This is an optimization exercise on Yosys and OpenROAD, whose aim is small area, not a production implementation. In this exercise RTL edits were held to simulation tests only and were not proved equivalent to the original. Power is estimated from default activity; no workload was simulated.

==> design.v <==
`timescale 1ns / 1ps
module globalCounter(count,clk,rst);
input clk;
input rst;
output [4:0]count;
parameter limit = 21;
reg [4:0]countReg;
always@(posedge clk)
begin
	if(rst)
		countReg <= 0;
	else if(countReg == limit)
		countReg <= 0;
	else
		countReg <= countReg + 1;
end
assign count = countReg;
endmodule
module luFactorizer(clk,rst,a11,a12,a13,a14,a21,a22,a23,a24,a25,a31,a32,a33,a34,a35,a36,a41,a42,a43,a44,a45,a46,a47,a52,a53,a54,a55,a56,a57,a58,a63,a64,a65,a66,a67,a68,a74,a75,a76,a77,a78,a85,a86,a87,a88,lL1,lL2,lL3,uL1,uL2,uL3,uL4);
input clk;
input rst;
input [7:0] a11,a12,a13,a14,a21,a22,a23,a24,a25,a31,a32,a33,a34,a35,a36,a41,a42,a43,a44,a45,a46,a47,a52,a53,a54,a55,a56,a57,a58,a63,a64,a65,a66,a67,a68,a74,a75,a76,a77,a78,a85,a86,a87,a88;
output [7:0] lL1,lL2,lL3,uL1,uL2,uL3,uL4;
reg [10:0] jq;
reg first;
wire [4:0] count;
always @(posedge clk) jq <= rst ? 11'd0 : {jq[9:0], ~jq[10]};
always @(posedge clk) first <= rst;
wire [5:0] st = {first,count};
wire s0 = (jq[6] & jq[6]) | (~jq[6] & jq[10]);
wire s1 = (jq[6] & ~jq[7]);
wire s2 = (jq[7] & ~jq[8]);
wire s3 = (jq[8] & ~jq[9]);
wire s4 = (jq[9] & ~jq[10]);
wire s5 = (jq[10] & jq[0]);
wire s6 = (~jq[0] & jq[1]);
wire s7 = (~jq[1] & jq[2]);
wire s8 = (~jq[2] & jq[3]);
wire s9 = (~jq[3] & jq[4]);
wire s10 = (~jq[4] & jq[5]);
wire s11 = (~jq[5] & jq[6]);
wire s12 = (~jq[6] & jq[7]);
wire s13 = (~jq[7] & jq[8]);
wire s14 = (~jq[8] & jq[9]);
wire s15 = (~jq[9] & jq[10]);
wire s16 = (~jq[10] & ~jq[0]);
wire s17 = (jq[1] & ~jq[2]);
wire s18 = (jq[2] & ~jq[3]);
wire s19 = (jq[3] & ~jq[4]);
wire s20 = (jq[4] & ~jq[5]);
wire s21 = (jq[5] & ~jq[6]);
wire s22 = (jq[0] & ~jq[1]) | (jq[4] & jq[4]) | (~jq[4] & jq[10]);
wire s23 = (jq[0] & ~jq[3]) | (jq[4] & ~jq[6]) | (jq[7] & ~jq[9]) | (jq[10] & jq[1]) | (~jq[2] & jq[4]) | (~jq[5] & jq[7]) | (~jq[8] & jq[10]);
wire s24 = (jq[5] & jq[5]) | (~jq[5] & jq[10]) | ((~jq[10] & ~jq[0]) & ~first);
wire s25 = (jq[0] & ~jq[1]) | (jq[2] & ~jq[4]) | (jq[5] & ~jq[7]) | (jq[8] & ~jq[10]) | (~jq[0] & jq[2]) | (~jq[3] & jq[5]) | (~jq[6] & jq[8]) | (~jq[9] & jq[10]) | ((~jq[10] & ~jq[0]) & ~first);
wire s26 = (jq[3] & ~jq[5]) | (jq[6] & ~jq[8]) | (jq[9] & jq[0]) | (~jq[1] & jq[3]) | (~jq[4] & jq[6]) | (~jq[7] & jq[9]) | ((~jq[10] & ~jq[0]) & ~first);
wire s27 = (jq[1] & jq[1]) | (~jq[1] & ~jq[0]);
wire s28 = (jq[0] & jq[0]) | (~jq[0] & jq[10]);
wire s29 = 1'b1;
wire s30 = (jq[6] & ~jq[8]) | (jq[9] & jq[0]) | (~jq[1] & jq[3]) | (~jq[4] & jq[6]) | (~jq[7] & jq[9]);
wire s31 = (jq[4] & ~jq[5]) | (jq[7] & ~jq[8]) | (jq[10] & jq[0]) | (~jq[2] & jq[3]) | (~jq[5] & jq[6]) | (~jq[8] & jq[9]);
wire s32 = (jq[5] & ~jq[7]) | (jq[8] & ~jq[10]) | (~jq[0] & jq[2]) | (~jq[3] & jq[5]) | (~jq[6] & jq[8]) | (~jq[9] & jq[10]);
wire s33 = (jq[3] & ~jq[4]) | (jq[6] & ~jq[7]) | (jq[9] & ~jq[10]) | (~jq[1] & jq[2]) | (~jq[4] & jq[5]) | (~jq[7] & jq[8]) | ((~jq[10] & ~jq[0]) & ~first);
wire s34 = (jq[4] & ~jq[6]) | (jq[7] & ~jq[9]) | (jq[10] & jq[1]) | (~jq[2] & jq[4]) | (~jq[5] & jq[7]) | (~jq[8] & jq[9]);
wire s35 = (jq[1] & ~jq[3]) | (jq[5] & ~jq[6]) | (jq[8] & ~jq[9]) | (~jq[0] & jq[1]) | (~jq[3] & jq[4]) | (~jq[6] & jq[7]) | (~jq[9] & jq[10]);
wire s36 = (jq[3] & ~jq[5]) | (jq[6] & ~jq[8]) | (jq[9] & jq[0]) | (~jq[1] & jq[3]) | (~jq[4] & jq[6]) | (~jq[7] & jq[8]);
wire s37 = (~jq[10] & ~jq[0]) | (jq[3] & jq[3]) | (~jq[3] & jq[9]);
wire s38 = (jq[5] & jq[5]) | (~jq[5] & jq[9]);
wire s39 = (jq[4] & jq[4]) | (~jq[4] & jq[10]);
wire s40 = (jq[6] & ~jq[7]) | (jq[9] & ~jq[10]) | (~jq[1] & jq[2]) | (~jq[4] & jq[5]) | (~jq[7] & jq[8]);
wire s41 = (jq[5] & ~jq[6]) | (jq[8] & ~jq[9]) | (~jq[0] & jq[1]) | (~jq[3] & jq[4]) | (~jq[6] & jq[7]) | (~jq[9] & jq[10]);
wire s42 = (jq[0] & ~jq[1]) | (jq[4] & ~jq[5]) | (jq[7] & ~jq[8]) | (jq[10] & jq[0]) | (~jq[2] & jq[3]) | (~jq[5] & jq[6]) | (~jq[8] & jq[9]);
wire s43 = (jq[2] & ~jq[4]) | (jq[6] & ~jq[7]) | (jq[9] & ~jq[10]) | (~jq[1] & jq[2]) | (~jq[4] & jq[5]) | (~jq[7] & jq[8]) | ((~jq[10] & ~jq[0]) & ~first);
reg [7:0] ACC1;
reg [7:0] ACC2;
reg [7:0] ACC3;
reg [7:0] H7;
reg [7:0] HZ6;
reg [7:0] HZ8;
reg [7:0] HZ9;
reg [7:0] YA;
reg [7:0] YB;
reg [7:0] YC;
wire [7:0] U1_x = ({8{s0}} & H7);
wire [7:0] U1_y = YB;
wire [7:0] U1_zi = ({8{s1}} & a24) | ({8{s2}} & a34) | ({8{s3}} & a44) | ({8{s4}} & a35) | ({8{s5}} & a45) | ({8{s6}} & a55) | ({8{s7}} & a46) | ({8{s8}} & a56) | ({8{s9}} & a66) | ({8{s10}} & a57) | ({8{s11}} & a67) | ({8{s12}} & a77) | ({8{s13}} & a68) | ({8{s14}} & a78) | ({8{s15}} & a88) | ({8{s16}} & a11) | ({8{s17}} & a12) | ({8{s18}} & a22) | ({8{s19}} & a13) | ({8{s20}} & a23) | ({8{s21}} & a33);
wire U1_n = 1'b0;
wire [7:0] U1_r;
wire U1_w1 = 1'b1 ^ U1_zi[0] ^ ~(U1_x[0] & U1_y[0]); wire U1_w2 = (1'b1 & U1_zi[0]) | (1'b1 & ~(U1_x[0] & U1_y[0])) | (U1_zi[0] & ~(U1_x[0] & U1_y[0]));
assign U1_r[0] = U1_w1;
wire U1_w3 = 1'b1 ^ U1_zi[1] ^ ~(U1_x[0] & U1_y[1]); wire U1_w4 = (1'b1 & U1_zi[1]) | (1'b1 & ~(U1_x[0] & U1_y[1])) | (U1_zi[1] & ~(U1_x[0] & U1_y[1]));
wire U1_w5 = ~(U1_x[1] & U1_y[0]) ^ U1_w2 ^ U1_w3; wire U1_w6 = (~(U1_x[1] & U1_y[0]) & U1_w2) | (~(U1_x[1] & U1_y[0]) & U1_w3) | (U1_w2 & U1_w3);
assign U1_r[1] = U1_w5;
wire U1_w7 = 1'b1 ^ U1_zi[2] ^ ~(U1_x[0] & U1_y[2]); wire U1_w8 = (1'b1 & U1_zi[2]) | (1'b1 & ~(U1_x[0] & U1_y[2])) | (U1_zi[2] & ~(U1_x[0] & U1_y[2]));
wire U1_w9 = ~(U1_x[1] & U1_y[1]) ^ ~(U1_x[2] & U1_y[0]) ^ U1_w4; wire U1_w10 = (~(U1_x[1] & U1_y[1]) & ~(U1_x[2] & U1_y[0])) | (~(U1_x[1] & U1_y[1]) & U1_w4) | (~(U1_x[2] & U1_y[0]) & U1_w4);
wire U1_w11 = U1_w7 ^ U1_w6 ^ U1_w9; wire U1_w12 = (U1_w7 & U1_w6) | (U1_w7 & U1_w9) | (U1_w6 & U1_w9);
assign U1_r[2] = U1_w11;
wire U1_w13 = 1'b1 ^ U1_zi[3] ^ ~(U1_x[0] & U1_y[3]); wire U1_w14 = (1'b1 & U1_zi[3]) | (1'b1 & ~(U1_x[0] & U1_y[3])) | (U1_zi[3] & ~(U1_x[0] & U1_y[3]));
wire U1_w15 = ~(U1_x[1] & U1_y[2]) ^ ~(U1_x[2] & U1_y[1]) ^ ~(U1_x[3] & U1_y[0]); wire U1_w16 = (~(U1_x[1] & U1_y[2]) & ~(U1_x[2] & U1_y[1])) | (~(U1_x[1] & U1_y[2]) & ~(U1_x[3] & U1_y[0])) | (~(U1_x[2] & U1_y[1]) & ~(U1_x[3] & U1_y[0]));
wire U1_w17 = U1_w8 ^ U1_w13 ^ U1_w15; wire U1_w18 = (U1_w8 & U1_w13) | (U1_w8 & U1_w15) | (U1_w13 & U1_w15);
wire U1_w19 = U1_w10 ^ U1_w17 ^ U1_w12; wire U1_w20 = (U1_w10 & U1_w17) | (U1_w10 & U1_w12) | (U1_w17 & U1_w12);
assign U1_r[3] = U1_w19;
wire U1_w21 = 1'b1 ^ U1_zi[4] ^ ~(U1_x[0] & U1_y[4]); wire U1_w22 = (1'b1 & U1_zi[4]) | (1'b1 & ~(U1_x[0] & U1_y[4])) | (U1_zi[4] & ~(U1_x[0] & U1_y[4]));
wire U1_w23 = ~(U1_x[1] & U1_y[3]) ^ ~(U1_x[2] & U1_y[2]) ^ ~(U1_x[3] & U1_y[1]); wire U1_w24 = (~(U1_x[1] & U1_y[3]) & ~(U1_x[2] & U1_y[2])) | (~(U1_x[1] & U1_y[3]) & ~(U1_x[3] & U1_y[1])) | (~(U1_x[2] & U1_y[2]) & ~(U1_x[3] & U1_y[1]));
wire U1_w25 = ~(U1_x[4] & U1_y[0]) ^ U1_w14 ^ U1_w16; wire U1_w26 = (~(U1_x[4] & U1_y[0]) & U1_w14) | (~(U1_x[4] & U1_y[0]) & U1_w16) | (U1_w14 & U1_w16);
wire U1_w27 = U1_w21 ^ U1_w23 ^ U1_w18; wire U1_w28 = (U1_w21 & U1_w23) | (U1_w21 & U1_w18) | (U1_w23 & U1_w18);
wire U1_w29 = U1_w25 ^ U1_w27 ^ U1_w20; wire U1_w30 = (U1_w25 & U1_w27) | (U1_w25 & U1_w20) | (U1_w27 & U1_w20);
assign U1_r[4] = U1_w29;
wire U1_w31 = 1'b1 ^ U1_zi[5] ^ ~(U1_x[0] & U1_y[5]); wire U1_w32 = (1'b1 & U1_zi[5]) | (1'b1 & ~(U1_x[0] & U1_y[5])) | (U1_zi[5] & ~(U1_x[0] & U1_y[5]));
wire U1_w33 = ~(U1_x[1] & U1_y[4]) ^ ~(U1_x[2] & U1_y[3]) ^ ~(U1_x[3] & U1_y[2]); wire U1_w34 = (~(U1_x[1] & U1_y[4]) & ~(U1_x[2] & U1_y[3])) | (~(U1_x[1] & U1_y[4]) & ~(U1_x[3] & U1_y[2])) | (~(U1_x[2] & U1_y[3]) & ~(U1_x[3] & U1_y[2]));
wire U1_w35 = ~(U1_x[4] & U1_y[1]) ^ ~(U1_x[5] & U1_y[0]) ^ U1_w22; wire U1_w36 = (~(U1_x[4] & U1_y[1]) & ~(U1_x[5] & U1_y[0])) | (~(U1_x[4] & U1_y[1]) & U1_w22) | (~(U1_x[5] & U1_y[0]) & U1_w22);
wire U1_w37 = U1_w24 ^ U1_w31 ^ U1_w33; wire U1_w38 = (U1_w24 & U1_w31) | (U1_w24 & U1_w33) | (U1_w31 & U1_w33);
wire U1_w39 = U1_w26 ^ U1_w35 ^ U1_w37; wire U1_w40 = (U1_w26 & U1_w35) | (U1_w26 & U1_w37) | (U1_w35 & U1_w37);
wire U1_w41 = U1_w28 ^ U1_w39 ^ U1_w30; wire U1_w42 = (U1_w28 & U1_w39) | (U1_w28 & U1_w30) | (U1_w39 & U1_w30);
assign U1_r[5] = U1_w41;
wire U1_w43 = 1'b1 ^ U1_zi[6] ^ ~(U1_x[0] & U1_y[6]); wire U1_w44 = (1'b1 & U1_zi[6]) | (1'b1 & ~(U1_x[0] & U1_y[6])) | (U1_zi[6] & ~(U1_x[0] & U1_y[6]));
wire U1_w45 = ~(U1_x[1] & U1_y[5]) ^ ~(U1_x[2] & U1_y[4]) ^ ~(U1_x[3] & U1_y[3]); wire U1_w46 = (~(U1_x[1] & U1_y[5]) & ~(U1_x[2] & U1_y[4])) | (~(U1_x[1] & U1_y[5]) & ~(U1_x[3] & U1_y[3])) | (~(U1_x[2] & U1_y[4]) & ~(U1_x[3] & U1_y[3]));
wire U1_w47 = ~(U1_x[4] & U1_y[2]) ^ ~(U1_x[5] & U1_y[1]) ^ ~(U1_x[6] & U1_y[0]); wire U1_w48 = (~(U1_x[4] & U1_y[2]) & ~(U1_x[5] & U1_y[1])) | (~(U1_x[4] & U1_y[2]) & ~(U1_x[6] & U1_y[0])) | (~(U1_x[5] & U1_y[1]) & ~(U1_x[6] & U1_y[0]));
wire U1_w49 = U1_w32 ^ U1_w34 ^ U1_w43; wire U1_w50 = (U1_w32 & U1_w34) | (U1_w32 & U1_w43) | (U1_w34 & U1_w43);
wire U1_w51 = U1_w45 ^ U1_w47 ^ U1_w36; wire U1_w52 = (U1_w45 & U1_w47) | (U1_w45 & U1_w36) | (U1_w47 & U1_w36);
wire U1_w53 = U1_w38 ^ U1_w49 ^ U1_w51; wire U1_w54 = (U1_w38 & U1_w49) | (U1_w38 & U1_w51) | (U1_w49 & U1_w51);
wire U1_w55 = U1_w40 ^ U1_w53 ^ U1_w42; wire U1_w56 = (U1_w40 & U1_w53) | (U1_w40 & U1_w42) | (U1_w53 & U1_w42);
assign U1_r[6] = U1_w55;
wire U1_w57 = 1'b1 ^ U1_zi[7] ^ ~(U1_x[0] & U1_y[7]);
wire U1_w58 = ~(U1_x[1] & U1_y[6]) ^ ~(U1_x[2] & U1_y[5]) ^ ~(U1_x[3] & U1_y[4]);
wire U1_w59 = ~(U1_x[4] & U1_y[3]) ^ ~(U1_x[5] & U1_y[2]) ^ ~(U1_x[6] & U1_y[1]);
wire U1_w60 = ~(U1_x[7] & U1_y[0]) ^ U1_w44 ^ U1_w46;
wire U1_w61 = U1_w48 ^ U1_w57 ^ U1_w58;
wire U1_w62 = U1_w59 ^ U1_w50 ^ U1_w60;
wire U1_w63 = U1_w61 ^ U1_w52 ^ U1_w62;
wire U1_w64 = U1_w54 ^ U1_w63 ^ U1_w56;
assign U1_r[7] = U1_w64;
wire [7:0] U1_o = U1_r;
wire [7:0] U2_x = ({8{s22}} & HZ8);
wire [7:0] U2_y = YA;
wire [7:0] U2_zi = ({8{s23}} & ACC3) | ({8{s1}} & a42) | ({8{s4}} & a53) | ({8{s7}} & a64) | ({8{s10}} & a75) | ({8{s13}} & a86) | ({8{s19}} & a31);
wire U2_n = 1'b0;
wire [7:0] U2_r;
wire U2_w1 = 1'b1 ^ U2_zi[0] ^ ~(U2_x[0] & U2_y[0]); wire U2_w2 = (1'b1 & U2_zi[0]) | (1'b1 & ~(U2_x[0] & U2_y[0])) | (U2_zi[0] & ~(U2_x[0] & U2_y[0]));
assign U2_r[0] = U2_w1;
wire U2_w3 = 1'b1 ^ U2_zi[1] ^ ~(U2_x[0] & U2_y[1]); wire U2_w4 = (1'b1 & U2_zi[1]) | (1'b1 & ~(U2_x[0] & U2_y[1])) | (U2_zi[1] & ~(U2_x[0] & U2_y[1]));
wire U2_w5 = ~(U2_x[1] & U2_y[0]) ^ U2_w2 ^ U2_w3; wire U2_w6 = (~(U2_x[1] & U2_y[0]) & U2_w2) | (~(U2_x[1] & U2_y[0]) & U2_w3) | (U2_w2 & U2_w3);
assign U2_r[1] = U2_w5;
wire U2_w7 = 1'b1 ^ U2_zi[2] ^ ~(U2_x[0] & U2_y[2]); wire U2_w8 = (1'b1 & U2_zi[2]) | (1'b1 & ~(U2_x[0] & U2_y[2])) | (U2_zi[2] & ~(U2_x[0] & U2_y[2]));
wire U2_w9 = ~(U2_x[1] & U2_y[1]) ^ ~(U2_x[2] & U2_y[0]) ^ U2_w4; wire U2_w10 = (~(U2_x[1] & U2_y[1]) & ~(U2_x[2] & U2_y[0])) | (~(U2_x[1] & U2_y[1]) & U2_w4) | (~(U2_x[2] & U2_y[0]) & U2_w4);
wire U2_w11 = U2_w7 ^ U2_w6 ^ U2_w9; wire U2_w12 = (U2_w7 & U2_w6) | (U2_w7 & U2_w9) | (U2_w6 & U2_w9);
assign U2_r[2] = U2_w11;
wire U2_w13 = 1'b1 ^ U2_zi[3] ^ ~(U2_x[0] & U2_y[3]); wire U2_w14 = (1'b1 & U2_zi[3]) | (1'b1 & ~(U2_x[0] & U2_y[3])) | (U2_zi[3] & ~(U2_x[0] & U2_y[3]));
wire U2_w15 = ~(U2_x[1] & U2_y[2]) ^ ~(U2_x[2] & U2_y[1]) ^ ~(U2_x[3] & U2_y[0]); wire U2_w16 = (~(U2_x[1] & U2_y[2]) & ~(U2_x[2] & U2_y[1])) | (~(U2_x[1] & U2_y[2]) & ~(U2_x[3] & U2_y[0])) | (~(U2_x[2] & U2_y[1]) & ~(U2_x[3] & U2_y[0]));
wire U2_w17 = U2_w8 ^ U2_w13 ^ U2_w15; wire U2_w18 = (U2_w8 & U2_w13) | (U2_w8 & U2_w15) | (U2_w13 & U2_w15);
wire U2_w19 = U2_w10 ^ U2_w17 ^ U2_w12; wire U2_w20 = (U2_w10 & U2_w17) | (U2_w10 & U2_w12) | (U2_w17 & U2_w12);
assign U2_r[3] = U2_w19;
wire U2_w21 = 1'b1 ^ U2_zi[4] ^ ~(U2_x[0] & U2_y[4]); wire U2_w22 = (1'b1 & U2_zi[4]) | (1'b1 & ~(U2_x[0] & U2_y[4])) | (U2_zi[4] & ~(U2_x[0] & U2_y[4]));
wire U2_w23 = ~(U2_x[1] & U2_y[3]) ^ ~(U2_x[2] & U2_y[2]) ^ ~(U2_x[3] & U2_y[1]); wire U2_w24 = (~(U2_x[1] & U2_y[3]) & ~(U2_x[2] & U2_y[2])) | (~(U2_x[1] & U2_y[3]) & ~(U2_x[3] & U2_y[1])) | (~(U2_x[2] & U2_y[2]) & ~(U2_x[3] & U2_y[1]));
wire U2_w25 = ~(U2_x[4] & U2_y[0]) ^ U2_w14 ^ U2_w16; wire U2_w26 = (~(U2_x[4] & U2_y[0]) & U2_w14) | (~(U2_x[4] & U2_y[0]) & U2_w16) | (U2_w14 & U2_w16);
wire U2_w27 = U2_w21 ^ U2_w23 ^ U2_w18; wire U2_w28 = (U2_w21 & U2_w23) | (U2_w21 & U2_w18) | (U2_w23 & U2_w18);
wire U2_w29 = U2_w25 ^ U2_w27 ^ U2_w20; wire U2_w30 = (U2_w25 & U2_w27) | (U2_w25 & U2_w20) | (U2_w27 & U2_w20);
assign U2_r[4] = U2_w29;
wire U2_w31 = 1'b1 ^ U2_zi[5] ^ ~(U2_x[0] & U2_y[5]); wire U2_w32 = (1'b1 & U2_zi[5]) | (1'b1 & ~(U2_x[0] & U2_y[5])) | (U2_zi[5] & ~(U2_x[0] & U2_y[5]));
wire U2_w33 = ~(U2_x[1] & U2_y[4]) ^ ~(U2_x[2] & U2_y[3]) ^ ~(U2_x[3] & U2_y[2]); wire U2_w34 = (~(U2_x[1] & U2_y[4]) & ~(U2_x[2] & U2_y[3])) | (~(U2_x[1] & U2_y[4]) & ~(U2_x[3] & U2_y[2])) | (~(U2_x[2] & U2_y[3]) & ~(U2_x[3] & U2_y[2]));
wire U2_w35 = ~(U2_x[4] & U2_y[1]) ^ ~(U2_x[5] & U2_y[0]) ^ U2_w22; wire U2_w36 = (~(U2_x[4] & U2_y[1]) & ~(U2_x[5] & U2_y[0])) | (~(U2_x[4] & U2_y[1]) & U2_w22) | (~(U2_x[5] & U2_y[0]) & U2_w22);
wire U2_w37 = U2_w24 ^ U2_w31 ^ U2_w33; wire U2_w38 = (U2_w24 & U2_w31) | (U2_w24 & U2_w33) | (U2_w31 & U2_w33);
wire U2_w39 = U2_w26 ^ U2_w35 ^ U2_w37; wire U2_w40 = (U2_w26 & U2_w35) | (U2_w26 & U2_w37) | (U2_w35 & U2_w37);
wire U2_w41 = U2_w28 ^ U2_w39 ^ U2_w30; wire U2_w42 = (U2_w28 & U2_w39) | (U2_w28 & U2_w30) | (U2_w39 & U2_w30);
assign U2_r[5] = U2_w41;
wire U2_w43 = 1'b1 ^ U2_zi[6] ^ ~(U2_x[0] & U2_y[6]); wire U2_w44 = (1'b1 & U2_zi[6]) | (1'b1 & ~(U2_x[0] & U2_y[6])) | (U2_zi[6] & ~(U2_x[0] & U2_y[6]));
wire U2_w45 = ~(U2_x[1] & U2_y[5]) ^ ~(U2_x[2] & U2_y[4]) ^ ~(U2_x[3] & U2_y[3]); wire U2_w46 = (~(U2_x[1] & U2_y[5]) & ~(U2_x[2] & U2_y[4])) | (~(U2_x[1] & U2_y[5]) & ~(U2_x[3] & U2_y[3])) | (~(U2_x[2] & U2_y[4]) & ~(U2_x[3] & U2_y[3]));
wire U2_w47 = ~(U2_x[4] & U2_y[2]) ^ ~(U2_x[5] & U2_y[1]) ^ ~(U2_x[6] & U2_y[0]); wire U2_w48 = (~(U2_x[4] & U2_y[2]) & ~(U2_x[5] & U2_y[1])) | (~(U2_x[4] & U2_y[2]) & ~(U2_x[6] & U2_y[0])) | (~(U2_x[5] & U2_y[1]) & ~(U2_x[6] & U2_y[0]));
wire U2_w49 = U2_w32 ^ U2_w34 ^ U2_w43; wire U2_w50 = (U2_w32 & U2_w34) | (U2_w32 & U2_w43) | (U2_w34 & U2_w43);
wire U2_w51 = U2_w45 ^ U2_w47 ^ U2_w36; wire U2_w52 = (U2_w45 & U2_w47) | (U2_w45 & U2_w36) | (U2_w47 & U2_w36);
wire U2_w53 = U2_w38 ^ U2_w49 ^ U2_w51; wire U2_w54 = (U2_w38 & U2_w49) | (U2_w38 & U2_w51) | (U2_w49 & U2_w51);
wire U2_w55 = U2_w40 ^ U2_w53 ^ U2_w42; wire U2_w56 = (U2_w40 & U2_w53) | (U2_w40 & U2_w42) | (U2_w53 & U2_w42);
assign U2_r[6] = U2_w55;
wire U2_w57 = 1'b1 ^ U2_zi[7] ^ ~(U2_x[0] & U2_y[7]);
wire U2_w58 = ~(U2_x[1] & U2_y[6]) ^ ~(U2_x[2] & U2_y[5]) ^ ~(U2_x[3] & U2_y[4]);
wire U2_w59 = ~(U2_x[4] & U2_y[3]) ^ ~(U2_x[5] & U2_y[2]) ^ ~(U2_x[6] & U2_y[1]);
wire U2_w60 = ~(U2_x[7] & U2_y[0]) ^ U2_w44 ^ U2_w46;
wire U2_w61 = U2_w48 ^ U2_w57 ^ U2_w58;
wire U2_w62 = U2_w59 ^ U2_w50 ^ U2_w60;
wire U2_w63 = U2_w61 ^ U2_w52 ^ U2_w62;
wire U2_w64 = U2_w54 ^ U2_w63 ^ U2_w56;
assign U2_r[7] = U2_w64;
wire [7:0] U2_o = U2_r;
wire [7:0] U3_x = ({8{s24}} & HZ6);
wire [7:0] U3_y = YC;
wire [7:0] U3_zi = ({8{s25}} & ACC1) | ({8{s2}} & a43) | ({8{s5}} & a54) | ({8{s8}} & a65) | ({8{s11}} & a76) | ({8{s14}} & a87) | ({8{s17}} & a21) | ({8{s20}} & a32);
wire U3_n = 1'b0;
wire [7:0] U3_r;
wire U3_w1 = 1'b1 ^ U3_zi[0] ^ ~(U3_x[0] & U3_y[0]); wire U3_w2 = (1'b1 & U3_zi[0]) | (1'b1 & ~(U3_x[0] & U3_y[0])) | (U3_zi[0] & ~(U3_x[0] & U3_y[0]));
assign U3_r[0] = U3_w1;
wire U3_w3 = 1'b1 ^ U3_zi[1] ^ ~(U3_x[0] & U3_y[1]); wire U3_w4 = (1'b1 & U3_zi[1]) | (1'b1 & ~(U3_x[0] & U3_y[1])) | (U3_zi[1] & ~(U3_x[0] & U3_y[1]));
wire U3_w5 = ~(U3_x[1] & U3_y[0]) ^ U3_w2 ^ U3_w3; wire U3_w6 = (~(U3_x[1] & U3_y[0]) & U3_w2) | (~(U3_x[1] & U3_y[0]) & U3_w3) | (U3_w2 & U3_w3);
assign U3_r[1] = U3_w5;
wire U3_w7 = 1'b1 ^ U3_zi[2] ^ ~(U3_x[0] & U3_y[2]); wire U3_w8 = (1'b1 & U3_zi[2]) | (1'b1 & ~(U3_x[0] & U3_y[2])) | (U3_zi[2] & ~(U3_x[0] & U3_y[2]));
wire U3_w9 = ~(U3_x[1] & U3_y[1]) ^ ~(U3_x[2] & U3_y[0]) ^ U3_w4; wire U3_w10 = (~(U3_x[1] & U3_y[1]) & ~(U3_x[2] & U3_y[0])) | (~(U3_x[1] & U3_y[1]) & U3_w4) | (~(U3_x[2] & U3_y[0]) & U3_w4);
wire U3_w11 = U3_w7 ^ U3_w6 ^ U3_w9; wire U3_w12 = (U3_w7 & U3_w6) | (U3_w7 & U3_w9) | (U3_w6 & U3_w9);
assign U3_r[2] = U3_w11;
wire U3_w13 = 1'b1 ^ U3_zi[3] ^ ~(U3_x[0] & U3_y[3]); wire U3_w14 = (1'b1 & U3_zi[3]) | (1'b1 & ~(U3_x[0] & U3_y[3])) | (U3_zi[3] & ~(U3_x[0] & U3_y[3]));
wire U3_w15 = ~(U3_x[1] & U3_y[2]) ^ ~(U3_x[2] & U3_y[1]) ^ ~(U3_x[3] & U3_y[0]); wire U3_w16 = (~(U3_x[1] & U3_y[2]) & ~(U3_x[2] & U3_y[1])) | (~(U3_x[1] & U3_y[2]) & ~(U3_x[3] & U3_y[0])) | (~(U3_x[2] & U3_y[1]) & ~(U3_x[3] & U3_y[0]));
wire U3_w17 = U3_w8 ^ U3_w13 ^ U3_w15; wire U3_w18 = (U3_w8 & U3_w13) | (U3_w8 & U3_w15) | (U3_w13 & U3_w15);
wire U3_w19 = U3_w10 ^ U3_w17 ^ U3_w12; wire U3_w20 = (U3_w10 & U3_w17) | (U3_w10 & U3_w12) | (U3_w17 & U3_w12);
assign U3_r[3] = U3_w19;
wire U3_w21 = 1'b1 ^ U3_zi[4] ^ ~(U3_x[0] & U3_y[4]); wire U3_w22 = (1'b1 & U3_zi[4]) | (1'b1 & ~(U3_x[0] & U3_y[4])) | (U3_zi[4] & ~(U3_x[0] & U3_y[4]));
wire U3_w23 = ~(U3_x[1] & U3_y[3]) ^ ~(U3_x[2] & U3_y[2]) ^ ~(U3_x[3] & U3_y[1]); wire U3_w24 = (~(U3_x[1] & U3_y[3]) & ~(U3_x[2] & U3_y[2])) | (~(U3_x[1] & U3_y[3]) & ~(U3_x[3] & U3_y[1])) | (~(U3_x[2] & U3_y[2]) & ~(U3_x[3] & U3_y[1]));
wire U3_w25 = ~(U3_x[4] & U3_y[0]) ^ U3_w14 ^ U3_w16; wire U3_w26 = (~(U3_x[4] & U3_y[0]) & U3_w14) | (~(U3_x[4] & U3_y[0]) & U3_w16) | (U3_w14 & U3_w16);
wire U3_w27 = U3_w21 ^ U3_w23 ^ U3_w18; wire U3_w28 = (U3_w21 & U3_w23) | (U3_w21 & U3_w18) | (U3_w23 & U3_w18);
wire U3_w29 = U3_w25 ^ U3_w27 ^ U3_w20; wire U3_w30 = (U3_w25 & U3_w27) | (U3_w25 & U3_w20) | (U3_w27 & U3_w20);
assign U3_r[4] = U3_w29;
wire U3_w31 = 1'b1 ^ U3_zi[5] ^ ~(U3_x[0] & U3_y[5]); wire U3_w32 = (1'b1 & U3_zi[5]) | (1'b1 & ~(U3_x[0] & U3_y[5])) | (U3_zi[5] & ~(U3_x[0] & U3_y[5]));
wire U3_w33 = ~(U3_x[1] & U3_y[4]) ^ ~(U3_x[2] & U3_y[3]) ^ ~(U3_x[3] & U3_y[2]); wire U3_w34 = (~(U3_x[1] & U3_y[4]) & ~(U3_x[2] & U3_y[3])) | (~(U3_x[1] & U3_y[4]) & ~(U3_x[3] & U3_y[2])) | (~(U3_x[2] & U3_y[3]) & ~(U3_x[3] & U3_y[2]));
wire U3_w35 = ~(U3_x[4] & U3_y[1]) ^ ~(U3_x[5] & U3_y[0]) ^ U3_w22; wire U3_w36 = (~(U3_x[4] & U3_y[1]) & ~(U3_x[5] & U3_y[0])) | (~(U3_x[4] & U3_y[1]) & U3_w22) | (~(U3_x[5] & U3_y[0]) & U3_w22);
wire U3_w37 = U3_w24 ^ U3_w31 ^ U3_w33; wire U3_w38 = (U3_w24 & U3_w31) | (U3_w24 & U3_w33) | (U3_w31 & U3_w33);
wire U3_w39 = U3_w26 ^ U3_w35 ^ U3_w37; wire U3_w40 = (U3_w26 & U3_w35) | (U3_w26 & U3_w37) | (U3_w35 & U3_w37);
wire U3_w41 = U3_w28 ^ U3_w39 ^ U3_w30; wire U3_w42 = (U3_w28 & U3_w39) | (U3_w28 & U3_w30) | (U3_w39 & U3_w30);
assign U3_r[5] = U3_w41;
wire U3_w43 = 1'b1 ^ U3_zi[6] ^ ~(U3_x[0] & U3_y[6]); wire U3_w44 = (1'b1 & U3_zi[6]) | (1'b1 & ~(U3_x[0] & U3_y[6])) | (U3_zi[6] & ~(U3_x[0] & U3_y[6]));
wire U3_w45 = ~(U3_x[1] & U3_y[5]) ^ ~(U3_x[2] & U3_y[4]) ^ ~(U3_x[3] & U3_y[3]); wire U3_w46 = (~(U3_x[1] & U3_y[5]) & ~(U3_x[2] & U3_y[4])) | (~(U3_x[1] & U3_y[5]) & ~(U3_x[3] & U3_y[3])) | (~(U3_x[2] & U3_y[4]) & ~(U3_x[3] & U3_y[3]));
wire U3_w47 = ~(U3_x[4] & U3_y[2]) ^ ~(U3_x[5] & U3_y[1]) ^ ~(U3_x[6] & U3_y[0]); wire U3_w48 = (~(U3_x[4] & U3_y[2]) & ~(U3_x[5] & U3_y[1])) | (~(U3_x[4] & U3_y[2]) & ~(U3_x[6] & U3_y[0])) | (~(U3_x[5] & U3_y[1]) & ~(U3_x[6] & U3_y[0]));
wire U3_w49 = U3_w32 ^ U3_w34 ^ U3_w43; wire U3_w50 = (U3_w32 & U3_w34) | (U3_w32 & U3_w43) | (U3_w34 & U3_w43);
wire U3_w51 = U3_w45 ^ U3_w47 ^ U3_w36; wire U3_w52 = (U3_w45 & U3_w47) | (U3_w45 & U3_w36) | (U3_w47 & U3_w36);
wire U3_w53 = U3_w38 ^ U3_w49 ^ U3_w51; wire U3_w54 = (U3_w38 & U3_w49) | (U3_w38 & U3_w51) | (U3_w49 & U3_w51);
wire U3_w55 = U3_w40 ^ U3_w53 ^ U3_w42; wire U3_w56 = (U3_w40 & U3_w53) | (U3_w40 & U3_w42) | (U3_w53 & U3_w42);
assign U3_r[6] = U3_w55;
wire U3_w57 = 1'b1 ^ U3_zi[7] ^ ~(U3_x[0] & U3_y[7]);
wire U3_w58 = ~(U3_x[1] & U3_y[6]) ^ ~(U3_x[2] & U3_y[5]) ^ ~(U3_x[3] & U3_y[4]);
wire U3_w59 = ~(U3_x[4] & U3_y[3]) ^ ~(U3_x[5] & U3_y[2]) ^ ~(U3_x[6] & U3_y[1]);
wire U3_w60 = ~(U3_x[7] & U3_y[0]) ^ U3_w44 ^ U3_w46;
wire U3_w61 = U3_w48 ^ U3_w57 ^ U3_w58;
wire U3_w62 = U3_w59 ^ U3_w50 ^ U3_w60;
wire U3_w63 = U3_w61 ^ U3_w52 ^ U3_w62;
wire U3_w64 = U3_w54 ^ U3_w63 ^ U3_w56;
assign U3_r[7] = U3_w64;
wire [7:0] U3_o = U3_r;
wire [7:0] U4_x = ({8{s26}} & ACC2) | ({8{s21}} & a41) | ({8{s3}} & a52) | ({8{s6}} & a63) | ({8{s9}} & a74) | ({8{s12}} & a85);
wire [7:0] U4_y = HZ9;
wire U4_n = 1'b0;
wire [7:0] U4_r;
assign U4_r[0] = ~(U4_x[0] & U4_y[0]);
wire U4_w1 = 1'b1 ^ ~(U4_x[0] & U4_y[1]) ^ ~(U4_x[1] & U4_y[0]); wire U4_w2 = (1'b1 & ~(U4_x[0] & U4_y[1])) | (1'b1 & ~(U4_x[1] & U4_y[0])) | (~(U4_x[0] & U4_y[1]) & ~(U4_x[1] & U4_y[0]));
assign U4_r[1] = U4_w1;
wire U4_w3 = 1'b1 ^ ~(U4_x[0] & U4_y[2]) ^ ~(U4_x[1] & U4_y[1]); wire U4_w4 = (1'b1 & ~(U4_x[0] & U4_y[2])) | (1'b1 & ~(U4_x[1] & U4_y[1])) | (~(U4_x[0] & U4_y[2]) & ~(U4_x[1] & U4_y[1]));
wire U4_w5 = ~(U4_x[2] & U4_y[0]) ^ U4_w2 ^ U4_w3; wire U4_w6 = (~(U4_x[2] & U4_y[0]) & U4_w2) | (~(U4_x[2] & U4_y[0]) & U4_w3) | (U4_w2 & U4_w3);
assign U4_r[2] = U4_w5;
wire U4_w7 = 1'b1 ^ ~(U4_x[0] & U4_y[3]) ^ ~(U4_x[1] & U4_y[2]); wire U4_w8 = (1'b1 & ~(U4_x[0] & U4_y[3])) | (1'b1 & ~(U4_x[1] & U4_y[2])) | (~(U4_x[0] & U4_y[3]) & ~(U4_x[1] & U4_y[2]));
wire U4_w9 = ~(U4_x[2] & U4_y[1]) ^ ~(U4_x[3] & U4_y[0]) ^ U4_w4; wire U4_w10 = (~(U4_x[2] & U4_y[1]) & ~(U4_x[3] & U4_y[0])) | (~(U4_x[2] & U4_y[1]) & U4_w4) | (~(U4_x[3] & U4_y[0]) & U4_w4);
wire U4_w11 = U4_w7 ^ U4_w6 ^ U4_w9; wire U4_w12 = (U4_w7 & U4_w6) | (U4_w7 & U4_w9) | (U4_w6 & U4_w9);
assign U4_r[3] = U4_w11;
wire U4_w13 = 1'b1 ^ ~(U4_x[0] & U4_y[4]) ^ ~(U4_x[1] & U4_y[3]); wire U4_w14 = (1'b1 & ~(U4_x[0] & U4_y[4])) | (1'b1 & ~(U4_x[1] & U4_y[3])) | (~(U4_x[0] & U4_y[4]) & ~(U4_x[1] & U4_y[3]));
wire U4_w15 = ~(U4_x[2] & U4_y[2]) ^ ~(U4_x[3] & U4_y[1]) ^ ~(U4_x[4] & U4_y[0]); wire U4_w16 = (~(U4_x[2] & U4_y[2]) & ~(U4_x[3] & U4_y[1])) | (~(U4_x[2] & U4_y[2]) & ~(U4_x[4] & U4_y[0])) | (~(U4_x[3] & U4_y[1]) & ~(U4_x[4] & U4_y[0]));
wire U4_w17 = U4_w8 ^ U4_w13 ^ U4_w15; wire U4_w18 = (U4_w8 & U4_w13) | (U4_w8 & U4_w15) | (U4_w13 & U4_w15);
wire U4_w19 = U4_w10 ^ U4_w17 ^ U4_w12; wire U4_w20 = (U4_w10 & U4_w17) | (U4_w10 & U4_w12) | (U4_w17 & U4_w12);
assign U4_r[4] = U4_w19;
wire U4_w21 = 1'b1 ^ ~(U4_x[0] & U4_y[5]) ^ ~(U4_x[1] & U4_y[4]); wire U4_w22 = (1'b1 & ~(U4_x[0] & U4_y[5])) | (1'b1 & ~(U4_x[1] & U4_y[4])) | (~(U4_x[0] & U4_y[5]) & ~(U4_x[1] & U4_y[4]));
wire U4_w23 = ~(U4_x[2] & U4_y[3]) ^ ~(U4_x[3] & U4_y[2]) ^ ~(U4_x[4] & U4_y[1]); wire U4_w24 = (~(U4_x[2] & U4_y[3]) & ~(U4_x[3] & U4_y[2])) | (~(U4_x[2] & U4_y[3]) & ~(U4_x[4] & U4_y[1])) | (~(U4_x[3] & U4_y[2]) & ~(U4_x[4] & U4_y[1]));
wire U4_w25 = ~(U4_x[5] & U4_y[0]) ^ U4_w14 ^ U4_w16; wire U4_w26 = (~(U4_x[5] & U4_y[0]) & U4_w14) | (~(U4_x[5] & U4_y[0]) & U4_w16) | (U4_w14 & U4_w16);
wire U4_w27 = U4_w21 ^ U4_w23 ^ U4_w18; wire U4_w28 = (U4_w21 & U4_w23) | (U4_w21 & U4_w18) | (U4_w23 & U4_w18);
wire U4_w29 = U4_w25 ^ U4_w27 ^ U4_w20; wire U4_w30 = (U4_w25 & U4_w27) | (U4_w25 & U4_w20) | (U4_w27 & U4_w20);
assign U4_r[5] = U4_w29;
wire U4_w31 = 1'b1 ^ ~(U4_x[0] & U4_y[6]) ^ ~(U4_x[1] & U4_y[5]); wire U4_w32 = (1'b1 & ~(U4_x[0] & U4_y[6])) | (1'b1 & ~(U4_x[1] & U4_y[5])) | (~(U4_x[0] & U4_y[6]) & ~(U4_x[1] & U4_y[5]));
wire U4_w33 = ~(U4_x[2] & U4_y[4]) ^ ~(U4_x[3] & U4_y[3]) ^ ~(U4_x[4] & U4_y[2]); wire U4_w34 = (~(U4_x[2] & U4_y[4]) & ~(U4_x[3] & U4_y[3])) | (~(U4_x[2] & U4_y[4]) & ~(U4_x[4] & U4_y[2])) | (~(U4_x[3] & U4_y[3]) & ~(U4_x[4] & U4_y[2]));
wire U4_w35 = ~(U4_x[5] & U4_y[1]) ^ ~(U4_x[6] & U4_y[0]) ^ U4_w22; wire U4_w36 = (~(U4_x[5] & U4_y[1]) & ~(U4_x[6] & U4_y[0])) | (~(U4_x[5] & U4_y[1]) & U4_w22) | (~(U4_x[6] & U4_y[0]) & U4_w22);
wire U4_w37 = U4_w24 ^ U4_w31 ^ U4_w33; wire U4_w38 = (U4_w24 & U4_w31) | (U4_w24 & U4_w33) | (U4_w31 & U4_w33);
wire U4_w39 = U4_w26 ^ U4_w35 ^ U4_w37; wire U4_w40 = (U4_w26 & U4_w35) | (U4_w26 & U4_w37) | (U4_w35 & U4_w37);
wire U4_w41 = U4_w28 ^ U4_w39 ^ U4_w30; wire U4_w42 = (U4_w28 & U4_w39) | (U4_w28 & U4_w30) | (U4_w39 & U4_w30);
assign U4_r[6] = U4_w41;
wire U4_w43 = 1'b1 ^ ~(U4_x[0] & U4_y[7]) ^ ~(U4_x[1] & U4_y[6]);
wire U4_w44 = ~(U4_x[2] & U4_y[5]) ^ ~(U4_x[3] & U4_y[4]) ^ ~(U4_x[4] & U4_y[3]);
wire U4_w45 = ~(U4_x[5] & U4_y[2]) ^ ~(U4_x[6] & U4_y[1]) ^ ~(U4_x[7] & U4_y[0]);
wire U4_w46 = U4_w32 ^ U4_w34 ^ U4_w43;
wire U4_w47 = U4_w44 ^ U4_w45 ^ U4_w36;
wire U4_w48 = U4_w38 ^ U4_w46 ^ U4_w47;
wire U4_w49 = U4_w40 ^ U4_w48 ^ U4_w42;
assign U4_r[7] = U4_w49;
wire [7:0] U4_o = ~U4_r;
wire [7:0] ACC1_d = ({8{s27}} & U1_o);
always @(posedge clk) ACC1 <= U1_o;
wire [7:0] ACC2_d = ({8{s28}} & U2_o);
always @(posedge clk) ACC2 <= U2_o;
wire [7:0] ACC3_d = ({8{s29}} & U3_o);
always @(posedge clk) ACC3 <= U3_o;
wire [7:0] H7_d = ({8{s21}} & a14) | ({8{s3}} & a25) | ({8{s6}} & a36) | ({8{s9}} & a47) | ({8{s12}} & a58);
wire H7_en = ~s30;
always @(posedge clk) if (H7_en) H7 <= H7_d;
wire [7:0] HZ6_d = ({8{s31}} & ACC1);
wire HZ6_en = ~s32;
always @(posedge clk) if (HZ6_en) HZ6 <= HZ6_d;
wire [7:0] HZ8_d = ({8{s33}} & ACC3);
wire HZ8_en = ~s34;
always @(posedge clk) if (HZ8_en) HZ8 <= HZ8_d;
wire [7:0] HZ9_d = ({8{s35}} & ACC2);
wire HZ9_en = ~s36;
always @(posedge clk) if (HZ9_en) HZ9 <= HZ9_d;
wire [7:0] YA_d = ({8{s37}} & U4_o);
always @(posedge clk) YA <= U4_o;
wire [7:0] YB_d = ({8{s38}} & YC);
always @(posedge clk) YB <= YC;
wire [7:0] YC_d = ({8{s39}} & YA);
always @(posedge clk) YC <= YA;
wire [7:0] lL1_w = ({8{s40}} & YA);
assign lL1 = lL1_w;
wire [7:0] lL2_w = ({8{s41}} & YA);
assign lL2 = lL2_w;
wire [7:0] lL3_w = ({8{s42}} & YA);
assign lL3 = lL3_w;
wire [7:0] uL1_w = ({8{s43}} & HZ9);
assign uL1 = uL1_w;
wire [7:0] uL2_w = ({8{s42}} & HZ8);
assign uL2 = uL2_w;
wire [7:0] uL3_w = ({8{s41}} & HZ6);
assign uL3 = uL3_w;
wire [7:0] uL4_w = ({8{s40}} & H7);
assign uL4 = uL4_w;
endmodule
==> flow/run.sh <==
#!/bin/bash
set -euo pipefail
cd "$(dirname "$0")/.."
R="$PWD/orfs/results/sky130hd/luFactorizer/base"
bash standard.sh BUFFER_PORTS_ARGS="-buffer_cell sky130_fd_sc_hd__buf_1" synth > make_synth.log 2>&1
cp "$R/1_2_yosys.v" "$PWD/synth_standard.v"
if python3 flow/fapol.py "$PWD/synth_standard.v" "$PWD/synth_fapol.v" > fapol.log 2>&1; then
  cp "$PWD/synth_fapol.v" "$R/1_2_yosys.v"
  rm -f "$R/1_synth.odb" "$R/1_synth.sdc"
fi
bash standard.sh BUFFER_PORTS_ARGS="-buffer_cell sky130_fd_sc_hd__buf_1" finish > make_finish.log 2>&1
==> flow/fapol.py <==
#!/usr/bin/env python3
"""Flip the polarity of full-adder cells (FA(~a,~b,~c) = ~FA(a,b,c)) in a Yosys-written gate netlist
where that lowers the number of inverters; rewrites the netlist in place. Registers are untouched."""
import re, sys, collections, random
src, dst = sys.argv[1], sys.argv[2]
txt = open(src).read()
OUTP = {'X', 'Y', 'Q', 'Q_N', 'SUM', 'COUT'}
cell_re = re.compile(r'^  (sky130_fd_sc_hd__\w+) (\S+(?: )?) \(\n(.*?)\n  \);\n', re.S | re.M)
cells = []
for m in cell_re.finditer(txt):
    t, n, body = m.group(1), m.group(2), m.group(3)
    pins = re.findall(r'^\s+\.(\w+)\((.*)\),?$', body, re.M)
    cells.append({'type': t, 'name': n, 'pins': [(p, v.strip()) for p, v in pins], 'span': m.span()})
isinv = lambda c: re.match(r'sky130_fd_sc_hd__(clk)?inv_\d+$', c['type'])
isfa = lambda c: re.match(r'sky130_fd_sc_hd__fa_\d+$', c['type'])
drv = {}
for i, c in enumerate(cells):
    for p, v in c['pins']:
        if p in OUTP: drv[v] = (i, p)
# nets referenced outside cells (ports, assigns): treat as fixed sinks of their own polarity
body_wo_cells = cell_re.sub('', txt)
ext = set(re.findall(r'assign\s+(\S+)\s*=\s*(\S+?)\s*;', body_wo_cells))
portnames = set()
hdr = re.search(r'module\s+\w+\s*\((.*?)\);', txt, re.S).group(1)
for p in hdr.replace('\n', ' ').split(','): portnames.add(p.strip())
outports = set(re.findall(r'^\s*output\s+(?:\[\d+:\d+\]\s*)?(\w+);', txt, re.M))
def is_outport_net(v):
    b = re.sub(r'\[\d+\]$', '', v.strip())
    return b in outports
def root(v):
    pol = 0
    while v in drv and isinv(cells[drv[v][0]]):
        c = cells[drv[v][0]]
        v = dict(c['pins'])['A']; pol ^= 1
    return v, pol
# sinks: (cell index, pin, root, pol) for non-inverter cells
sinks = collections.defaultdict(list)
for i, c in enumerate(cells):
    if isinv(c): continue
    for p, v in c['pins']:
        if p in OUTP: continue
        r, pol = root(v)
        sinks[r].append((i, p, pol))
fixed_roots = set()
for v in list(drv):
    if is_outport_net(v): fixed_roots.add(root(v)[0])
fa = [i for i, c in enumerate(cells) if isfa(c)]
faout = {}
for i in fa:
    for p, v in cells[i]['pins']:
        if p in OUTP: faout[v] = i
# forbid flipping FAs whose outputs feed ports through inverters or directly
forbid = set(faout[r] for r in fixed_roots if r in faout)
flip = {}
def cost_root(r):
    prov = flip.get(faout[r], 0) if r in faout else 0
    need = set()
    for i, p, pol in sinks.get(r, []):
        need.add(pol ^ (flip.get(i, 0) if i in flip or isfa(cells[i]) else 0) ^ prov)
    return 1 if 1 in need else 0
def touched(i):
    rs = set()
    for p, v in cells[i]['pins']:
        rs.add(root(v)[0] if p not in OUTP else v)
    return rs
roots_of = {i: touched(i) for i in fa}
def total():
    return sum(cost_root(r) for r in sinks)
base = total()
best = base
random.seed(1)
order = [i for i in fa if i not in forbid]
for sweep in range(20):
    improved = False
    random.shuffle(order)
    for i in order:
        rs = roots_of[i]
        before = sum(cost_root(r) for r in rs)
        flip[i] = 1 - flip.get(i, 0)
        after = sum(cost_root(r) for r in rs)
        if after < before: improved = True
        else: flip[i] = 1 - flip[i]
    if not improved: break
flipped = [i for i in fa if flip.get(i, 0)]
final = total()
sys.stderr.write('fapol: inverter roots needed %d -> %d, flipped %d of %d full adders\n' % (base, final, len(flipped), len(fa)))
# ---- rebuild ----
affected = set()
for i in flipped:
    affected |= roots_of[i]
newwires = []
cnt = [0]
def newnet(prefix):
    cnt[0] += 1
    n = '_fapol_%s%d_' % (prefix, cnt[0]); newwires.append(n); return n
# flipped FA outputs drive new nets carrying the complement
provnet = {}   # root -> net carrying root value in provided polarity
provpol = {}
for r in affected:
    if r in faout and flip.get(faout[r], 0):
        provnet[r] = newnet('n'); provpol[r] = 1
    else:
        provnet[r] = r; provpol[r] = 0
invnet = {}
newcells = []
def get_pol(r, want):
    if want == provpol[r]: return provnet[r]
    if r not in invnet:
        invnet[r] = newnet('i')
        newcells.append(('sky130_fd_sc_hd__inv_1', '_fapol_inv%d_' % cnt[0], [('A', provnet[r]), ('Y', invnet[r])]))
    return invnet[r]
# rewrite pins
removed_inv = set()
for i, c in enumerate(cells):
    if isinv(c): continue
    newpins = []
    for p, v in c['pins']:
        if p in OUTP:
            if isfa(c) and flip.get(i, 0): v = provnet[v]
            newpins.append((p, v)); continue
        r, pol = root(v)
        if r in affected:
            want = pol ^ (1 if (isfa(c) and flip.get(i, 0)) else 0)
            v = get_pol(r, want)
        newpins.append((p, v))
    c['pins'] = newpins
# original inverters whose root is affected: drop them if their outputs are no longer used
used = collections.Counter()
for c in cells:
    for p, v in c['pins']:
        if p not in OUTP: used[v] += 1
for t, n, pins in newcells:
    for p, v in pins:
        if p not in OUTP: used[v] += 1
changed = True
keep = [True] * len(cells)
while changed:
    changed = False
    for i, c in enumerate(cells):
        if not keep[i] or not isinv(c): continue
        y = dict(c['pins'])['Y']; a = dict(c['pins'])['A']
        if used[y] == 0 and not is_outport_net(y) and root(y)[0] in affected:
            keep[i] = False; used[a] -= 1; changed = True
# original (unflipped-name) FA output nets that are no longer driven must not be loaded
out = []
pos = 0
def fmt(t, n, pins):
    esc = lambda v: v + ' ' if v.startswith('\\') else v
    return '  %s %s (\n%s\n  );\n' % (t, n, ',\n'.join('    .%s(%s)' % (p, esc(v)) for p, v in pins))
for i, c in enumerate(cells):
    s, e = c['span']
    out.append(txt[pos:s]); pos = e
    if keep[i]: out.append(fmt(c['type'], c['name'], c['pins']))
rest = txt[pos:]
idx = rest.rfind('endmodule')
out.append(rest[:idx])
for t, n, pins in newcells: out.append(fmt(t, n, pins))
out.append(rest[idx:])
res = ''.join(out)
# declare new wires after the module header's last declaration
decl = ''.join('  wire %s;\n' % w for w in newwires)
m = re.search(r'\);\n', res)
res = res[:m.end()] + decl + res[m.end():]
# drop declarations of nets that are no longer referenced by any cell
refs = collections.Counter(re.findall(r'\.\w+\(([^()]*)\)', res))
refs = set(v.strip() for v in refs)
def keepdecl(m):
    n = m.group(1).strip()
    return m.group(0) if (n in refs or not n.startswith('_')) else ''
res = re.sub(r'^  wire (\S+(?: )?);\n', keepdecl, res, flags=re.M)
open(dst, 'w').write(res)
kept_inv = sum(1 for i, c in enumerate(cells) if keep[i] and isinv(c)) + len(newcells)
sys.stderr.write('fapol: inverters %d -> %d\n' % (sum(1 for c in cells if isinv(c)), kept_inv))
==> standard.sh <==
#!/bin/bash
# synth_recipe.tcl (not shown) runs the flow's synth.tcl, then flattens the netlist and writes it again
# the make line also repeats each setting of config.mk as NAME=value (left out here)
make -C /OpenROAD-flow-scripts/flow DESIGN_CONFIG=/design/flow/config.mk WORK_HOME=/design/flow/orfs CLKGATE_MAP_FILE= SYNTH_SCRIPT=/design/flow/synth_recipe.tcl "${@:-finish}"
==> config.mk <==
export PLATFORM = sky130hd
export DESIGN_NAME = luFactorizer
export DESIGN_NICKNAME = luFactorizer
export VERILOG_FILES = /design/flow/design.v
export SDC_FILE = /design/flow/constraint.sdc
export NUM_CORES = 4
export LEC_CHECK = 0
export CAP_MARGIN = 20
export CORE_MARGIN = 2
export CORE_UTILIZATION = 40
export CTS_BUF_LIST = sky130_fd_sc_hd__clkbuf_8
export SLEW_MARGIN = 20
==> constraint.sdc <==
create_clock -name core_clock -period 8.0 [get_ports {clk}]
set_input_delay 1.6000 -clock core_clock [delete_from_list [all_inputs] [get_ports {clk}]]
set_output_delay 1.6000 -clock core_clock [all_outputs]
set_load 0.01 [all_outputs]
==> impl_results.md, run 1 <==
* WP data arrival at 6.31 ns
* Mean cell area of the mapped netlist at 9.272 um^2
* Total GRT Usage at 33.95%
* CTS Buf Count at 9
* DR vias/cell at 5.793
* # fillers at 2158
* Sw Share at 35.49%
* Total of max-cap violations at 0
* Skew final at 0.01576 ns
* Post-CTS Resized at 0
* # placed instances at 1568
* Starting density of the core at 40.62%
* Critical path buffers and inverters at 0
* Psw at 0.0004805 W
* Fmax at 165.7 MHz
* P&R area growth vs syn at 24.47%
* # hold bufs at CTS at 0
* Critical Path Sink Type: flip-flop
* Met3 Usage GRT at 6.616%
* Nets at 1763
* Gpl congestion at 0.9529
* Status: no timing/DRC/antenna violations
* Syn Nets at 1377
* Power per Cell Area at 127.8 nW/um^2
* Non-Filler Instances at 1586
* Hold slack at 0.3982 ns
* Setup CP Type: flip-flop to flip-flop
* Worst vdd ir at 0.00007936 V
* Ys Warns at 1
* Iteration-0 DRC count of the detailed router at 761
* Hpwl dp at 31080 um
* CP peak stage delay at 0.82 ns
* Cell area after synthesis at 8512 um^2
* Post-Synthesis Cells at 918
* DR DRC count at 0
* Final WL at 38660 um
* Fin. Hold Viols at 0
* Worst slack at placement at 1.553 ns
* CTS H-tree depth at 3
* GRT overflow at 0
* Initial antenna violation count at 2
* CTS tree: built
* Crit path max fanout at 16
* Die height at 149.9 um
* Die area at 22460 um^2
* Fin crit share at 75.42%
* Met2 usage at 60.23%
* Sink Count at 92
* Register share of total power at 49.0%
* Clock root buffer master: clkbuf_8
* Global-route wire length before repair at 55520 um
* Layout cell share with drive strength beyond 1 at 4.125%
* RSZ-0062 raised after global routing: no
* Worst-Margin Slew at 1.029 ns
* Post-Route Setup TNS at 0 ns
* CORE AREA at 20960 um^2
* Vias in the first global route at 9081
* Relative slew slack at 31.17%
* Slew Viols, Final at 0
* Startpoint Class: flip-flop
* Largest net degree at the start of global routing at 31
* # setup viols final at 0
* TritonRoute pass-1 iters at 6
* Vias at 9188
* Clock Pin Slew Worst Setup and Hold Paths at 0.10 ns
* Skew-Pair Late Insertion Delay at 0.39 ns
* Cell internal pwr at 0.0008733 W
* Met1 Resource Use GR at 41.94%
* Input/output buffers at 409
* Slowest stage cell, crit path: dfxtp_1
* Final ANT Viol Nets at 0
* DIE WIDTH at 149.9 um
* Hold crit path type: flip-flop to flip-flop
* Num rows at 53
* CP delay by family, top: adder cells
* Comb power frac at 26.4%
* Crit path cell chain: a21boi_2 > a2111o_1 > or2_4 > a21o_1 > and2_1 > ha_1 > fa_1 > fa_1 > fa_1 > fa_1 > fa_1 > xnor2_1 > xnor2_1 > xnor2_1 > xnor2_1 > xnor3_1
* Clock tree buffer depth at 2
* Setup repair bufs after CTS at 0
* Grt peak-use layer: met2
* Pleak at 4.463 nW
* I/O Pins at 410
* Minimum clock period after layout at 6.034 ns
* Clock Power Share at 24.6%
* Wirelength per Cell at 24.37 um
* Crit path required time at 8.28 ns
* Worst setup margin at 1.966 ns
* Most common cell on crit path: fa_1
## layout make-up
| type | count | area, um^2 | area share, % |
|---|---|---|---|
| flip-flops and latches | 92 | 2162 | 20.41 |
| clock buffers | 9 | 123.9 | 1.169 |
| well taps | 275 | 344.1 | 3.248 |
| multi-input cells | 729 | 6037 | 56.98 |
| diodes | 2 | 5.005 | 0.04724 |
| repair buffers | 429 | 1685 | 15.91 |
| clock inverters | 7 | 76.32 | 0.7204 |
| inverters | 43 | 161.4 | 1.523 |
## power by group through the flow
stage | sequential (W) | combinational [W] | clock [W]
2_1_floorplan | 0.000611 | 0.000210 | 0
3_3_place_gp | 0.000675 | 0.000352 | 0
3_5_place_dp | 0.000671 | 0.000355 | 0
4_1_cts | 0.000663 | 0.000358 | 0.000335
5_1_grt | 0.000671 | 0.000396 | 0.000348
6_report | 0.000663 | 0.000357 | 0.000333
## path summary, 6_finish.rpt
path / start / endpoint / slack, ns / depth (start not counted)
setup reg to reg: jq[4] / YA[7] / 1.97 / 16
setup / recovery: jq[4] / YA[7] / 1.97 / 16
hold reg to reg: YC[7] / YB[7] / 0.40 / 0
hold / removal: YC[7] / YB[7] / 0.40 / 0
## sequential cells by signal, indices dropped and copies added (netlist names)
name / flops
ACC1: 8
ACC3: 8
YB: 8
YA: 8
HZ8: 8
H7: 8
HZ9: 8
first: 1
HZ6: 8
ACC2: 8
jq: 11
YC: 8
## layer usage
layer / wire, um / up-vias / share of wire (%)
met5: 0 / - / 0
met4: 1069 / 0 / 2.8
met3: 3497 / 79 / 9.0
met2: 19390 / 540 / 50
met1: 14700 / 4475 / 38
li1: - / 4094 / -
## per-stage QoR
stage / power [W] / instance area (um^2) / util (%)
finish: 0.001354 / 10600 / 50.56
global route: 0.001415 / 10590 / 50.54
CTS: 0.001355 / 10570 / 50.45
detailed placement: 0.001026 / 10370 / 49.50
global placement: 0.001028 / 10370 / 49.50
floorplan: 0.0008213 / 8512 / -
## placed cells by master (no fill, tap or decap), types with 13 or more instances in the layout
master    instances
nand2_1          73
nor2_1           19
ha_1             27
a21oi_1          18
and2_1           58
buf_4            20
a222oi_1         16
fa_1             78
nand3_1          35
inv_1            44
a22oi_1         132
and3_1           83
buf_1           409
xor2_1           13
xnor2_1          39
dfxtp_1          60
nor2b_1          49
nor3_1           13
edfxtp_1         32
==> run 2, diff against run 1 <==
--- a/flow/run.sh
+++ b/flow/run.sh
@@ -2,2 +2,3 @@
 set -euo pipefail
+export CTS_ARGS="-sink_clustering_enable -repair_clock_nets -buf_list sky130_fd_sc_hd__clkbuf_8 -dont_use_dummy_load"
 cd "$(dirname "$0")/.."
--- a/flow/fapol.py
+++ b/flow/fapol.py
@@ -69,16 +69,21 @@
 base = total()
-best = base
-random.seed(1)
-order = [i for i in fa if i not in forbid]
-for sweep in range(20):
-    improved = False
-    random.shuffle(order)
-    for i in order:
-        rs = roots_of[i]
-        before = sum(cost_root(r) for r in rs)
-        flip[i] = 1 - flip.get(i, 0)
-        after = sum(cost_root(r) for r in rs)
-        if after < before: improved = True
-        else: flip[i] = 1 - flip[i]
-    if not improved: break
+best = None
+for seed in range(1, 11):
+    random.seed(seed)
+    flip = {}
+    order = [i for i in fa if i not in forbid]
+    for sweep in range(20):
+        improved = False
+        random.shuffle(order)
+        for i in order:
+            rs = roots_of[i]
+            before = sum(cost_root(r) for r in rs)
+            flip[i] = 1 - flip.get(i, 0)
+            after = sum(cost_root(r) for r in rs)
+            if after < before: improved = True
+            else: flip[i] = 1 - flip[i]
+        if not improved: break
+    t = total()
+    if best is None or t < best[0]: best = (t, dict(flip))
+flip = best[1]
 flipped = [i for i in fa if flip.get(i, 0)]
--- a/config.mk
+++ b/config.mk
@@ -7,3 +7,3 @@
 export LEC_CHECK = 0
-export CAP_MARGIN = 20
+export CAP_MARGIN = 5
 export CORE_MARGIN = 2
@@ -11,2 +11,3 @@
 export CTS_BUF_LIST = sky130_fd_sc_hd__clkbuf_8
-export SLEW_MARGIN = 20
+export GPL_TIMING_DRIVEN = 0
+export SLEW_MARGIN = 5
==> run 2 against run 1 <==
Still clean. First-iteration DRC count rose by 11%. Final area down 0.63%. Wire length grew 2.9%. Sequential power is 2% lower. Clock-buffer cell count unchanged. Register-to-register slack got worse by 0.98 ns. Combinational power is 4% higher. Clock power is 23% lower. Flip-flop and latch count did not move. Fmax down 14%. Global-route usage increased by 1.2 points. Critical path type unchanged. Largest cell class unchanged. Largest power group unchanged. Highest routed layer unchanged.
==> impl_results.md, run 2 <==
* Skew final at 0.02905 ns (+0.01329 ns)
* Fin. Hold Viols at 0 (unchanged)
* GRT overflow at 0 (unchanged)
* WP data arrival at 7.30 ns (+0.99 ns)
* RSZ-0062 raised after global routing: no
* Fmax at 142.7 MHz (-14%)
* Minimum clock period after layout at 7.010 ns (+0.9760 ns)
* DR vias/cell at 5.783 (-0.18%)
* Final WL at 39790 um (+2.9%)
* Setup CP Type: flip-flop to flip-flop
* Largest Register: jq
* Hold crit path type: flip-flop to flip-flop
* Iteration-0 DRC count of the detailed router at 846 (+11%)
* I/O Pins at 410 (unchanged)
* Critical Path Sink Type: flip-flop
* Final core occ at 50.24% (-0.32 points)
* Hpwl dp at 32760 um (+5.4%)
* Num rows at 53 (unchanged)
* Die height at 149.8 um (about the same)
* Clock Power Share at 20.0% (-4.6 points)
* TritonRoute pass-1 iters at 7 (+1)
* Most common cell on crit path: fa_1
* DR DRC count at 0 (unchanged)
* Cell area after synthesis at 8504 um^2 (about the same)
* Placed Area at 10400 um^2 (+0.29%)
* Die area at 22440 um^2 (about the same)
* CORE AREA at 20960 um^2 (unchanged)
* Power per Cell Area at 121.6 nW/um^2 (-4.8%)
* # hold bufs at CTS at 0 (unchanged)
* CTS H-tree depth at 3 (unchanged)
* Clock Pin Slew Worst Setup and Hold Paths at 0.11 ns (about the same)
* Total GRT Usage at 35.13% (+1.2 points)
* Slew Viols, Final at 0 (unchanged)
* Wirelength per Cell at 24.70 um (+1.3%)
* Input/output buffers at 409 (unchanged)
* Cell internal pwr at 0.0008293 W (-5.0%)
* Crit path cell chain: clkbuf_1 > nor2b_1 > clkbuf_1 > clkbuf_1 > a22oi_1 > nand4_1 > nor3_1 > ha_1 > fa_1 > fa_1 > fa_1 > fa_1 > fa_1 > fa_1 > inv_1 > xor2_1 > xnor2_1 > xnor2_1 > xnor2_1 > xnor2_1
* Fin crit share at 87.62% (+12 points)
* Worst-Margin Slew at 1.174 ns (+0.1452 ns)
* Mean cell area of the mapped netlist at 9.284 um^2 (+0.13%)
* Commonest non-fill, non-tap cells in the layout: 410 x buf_1, 132 x a22oi_1, 83 x and3_1
* Syn Nets at 1375 (-0.15%)
* Ys Warns at 1 (unchanged)
* CTS Buf Count at 9 (unchanged)
* Clock tree buffer depth at 2 (unchanged)
* Worst vdd ir at 0.00007371 V (-7.1%)
* Most common cell after layout, fill and taps aside: buf_1
* Status: no timing/DRC/antenna violations
* CP peak stage delay at 0.84 ns (+0.02 ns)
* Post-CTS Resized at 0 (unchanged)
* Largest net degree at the start of global routing at 18 (-42%)
* Pleak at 4.444 nW (-0.42%)
* Vias at 9316 (+1.4%)
* Post-route cell area at 10530 um^2 (-0.63%)
* Register share of total power at 51.0% (+2.0 points)
* Sw Share at 35.22% (-0.27 points)
* # setup viols final at 0 (unchanged)
* Starting density of the core at 40.58% (about the same)
* Gpl congestion at 0.9812 (+3.0%)
* Initial antenna violation count at 0 (-2)
* Post-Synthesis Cells at 916 (-0.22%)
* Crit path required time at 8.29 ns (about the same)
* Startpoint Class: flip-flop
* Psw at 0.0004509 W (-6.1%)
* Vias in the first global route at 9200 (+1.3%)
* Clock root buffer master: clkbuf_8
* CTS tree: built
* Sink Count at 92 (unchanged)
* Setup repair bufs after CTS at 0 (unchanged)
* Layout cell share with drive strength beyond 1 at 1.498% (-2.6 points)
* Slowest stage cell, crit path: clkbuf_1
* Skew-Pair Late Insertion Delay at 0.38 ns (about the same)
* Post-Route Setup TNS at 0 ns (unchanged)
* Max reg flops at 11 (unchanged)
* Hold slack at 0.4130 ns (+0.01479 ns)
* Comb power frac at 29.0% (+2.6 points)
* Crit path max fanout at 10 (-6)
* Global-route wire length before repair at 57260 um (+3.1%)
* DIE WIDTH at 149.8 um (about the same)
* Total of max-cap violations at 0 (unchanged)
* Final ANT Viol Nets at 0 (unchanged)
* Relative slew slack at 21.45% (-9.7 points)
* P&R area growth vs syn at 23.80%
* Nets at 1796 (+1.9%)
-- run 2: power by group through the flow --
stage,clock network [W],logic [W],registers (W)
final,0.000256,0.000371,0.000653
after global routing,0.000270,0.000408,0.000664
after CTS,0.000260,0.000371,0.000652
after detailed placement,0,0.000368,0.000661
after global placement,0,0.000366,0.000665
after floorplan,0,0.000211,0.000611
-- run 2: metrics by stage --
stage	instances	setup slack, ns	total power (W)
after CTS	1610	1.023	0.001284
after floorplan	916	2.061	0.0008223
final	1611	0.9903	0.001280
after global placement	1600	0.9928	0.001031
after global routing	1610	0.7082	0.001342
after detailed placement	1601	1.075	0.001028
-- run 2: per-layer routing --
metal  GRT usage [%]  share of wire [%]  vias to the layer above
li1                -                  -                     4157
met1           44.74                 39                     4513
met3           6.311                9.0                       91
met5               0                  0                        -
met4           14.58                4.5                        0
met2           58.81                 48                      555
-- run 2: area by class of cell --
cell class / count / area (um^2)
Clock buffer: 9 / 123.9
Multi-Input combinational cell: 729 / 5997
Antenna cell: 1 / 2.502
Sequential cell: 92 / 2162
Inverter: 41 / 153.9
Buffer: 54 / 205.2
Tap cell: 275 / 344.1
Timing Repair Buffer: 410 / 1540
Fill cell: 2183 / 10430
-- run 2: critical path: cells and delay by family, from the launching register on --
kind	cells	cell delay [ns]
fa+ha+maj	7	2.90
flops	1	0.44
buf+inv	4	1.90
simple gates	3	0.63
xor+xnor	5	0.83
compound gates	1	0.21
-- run 2: path summary, 6_finish.rpt --
kind	start	to	slack, ns	cells after the start
worst max register to register	jq[6]	ACC1[7]	0.99	20
worst min-delay path	YA[0]	YC[0]	0.41	0
worst max-delay path	jq[6]	ACC1[7]	0.99	20
worst min register to register	YA[0]	YC[0]	0.41	0

## re-timing with driven ports
The results above use ideal ports. As a check the final layouts listed here were re-extracted and re-timed, cells and wires unchanged.
Step 1 assumes that a clkbuf_16 drives the clock port and a buf_2 every other input.
Step 2, shift: input delay + t, output delay - t, t = (earliest + latest rising clock arrival at the registers) / 2. This alone moves slack from input paths to output paths.
Three values: no drivers, after step 1, after step 2; two values: the first two.
| run | shift t [ns] | setup slack, ns | worst slew at a driven data input, ns |
|---|---|---|---|
| run 1 | 0.426 | 1.966 / 1.966 / 1.576 | 0.11 |
| run 2 | 0.413 | 0.990 / 0.990 / 0.990 | 0.13 |
After both steps every run listed still meets setup and hold. The setup slack of run 1, which loses most, moves by 0.000 ns with the drivers and by -0.390 ns with both steps.
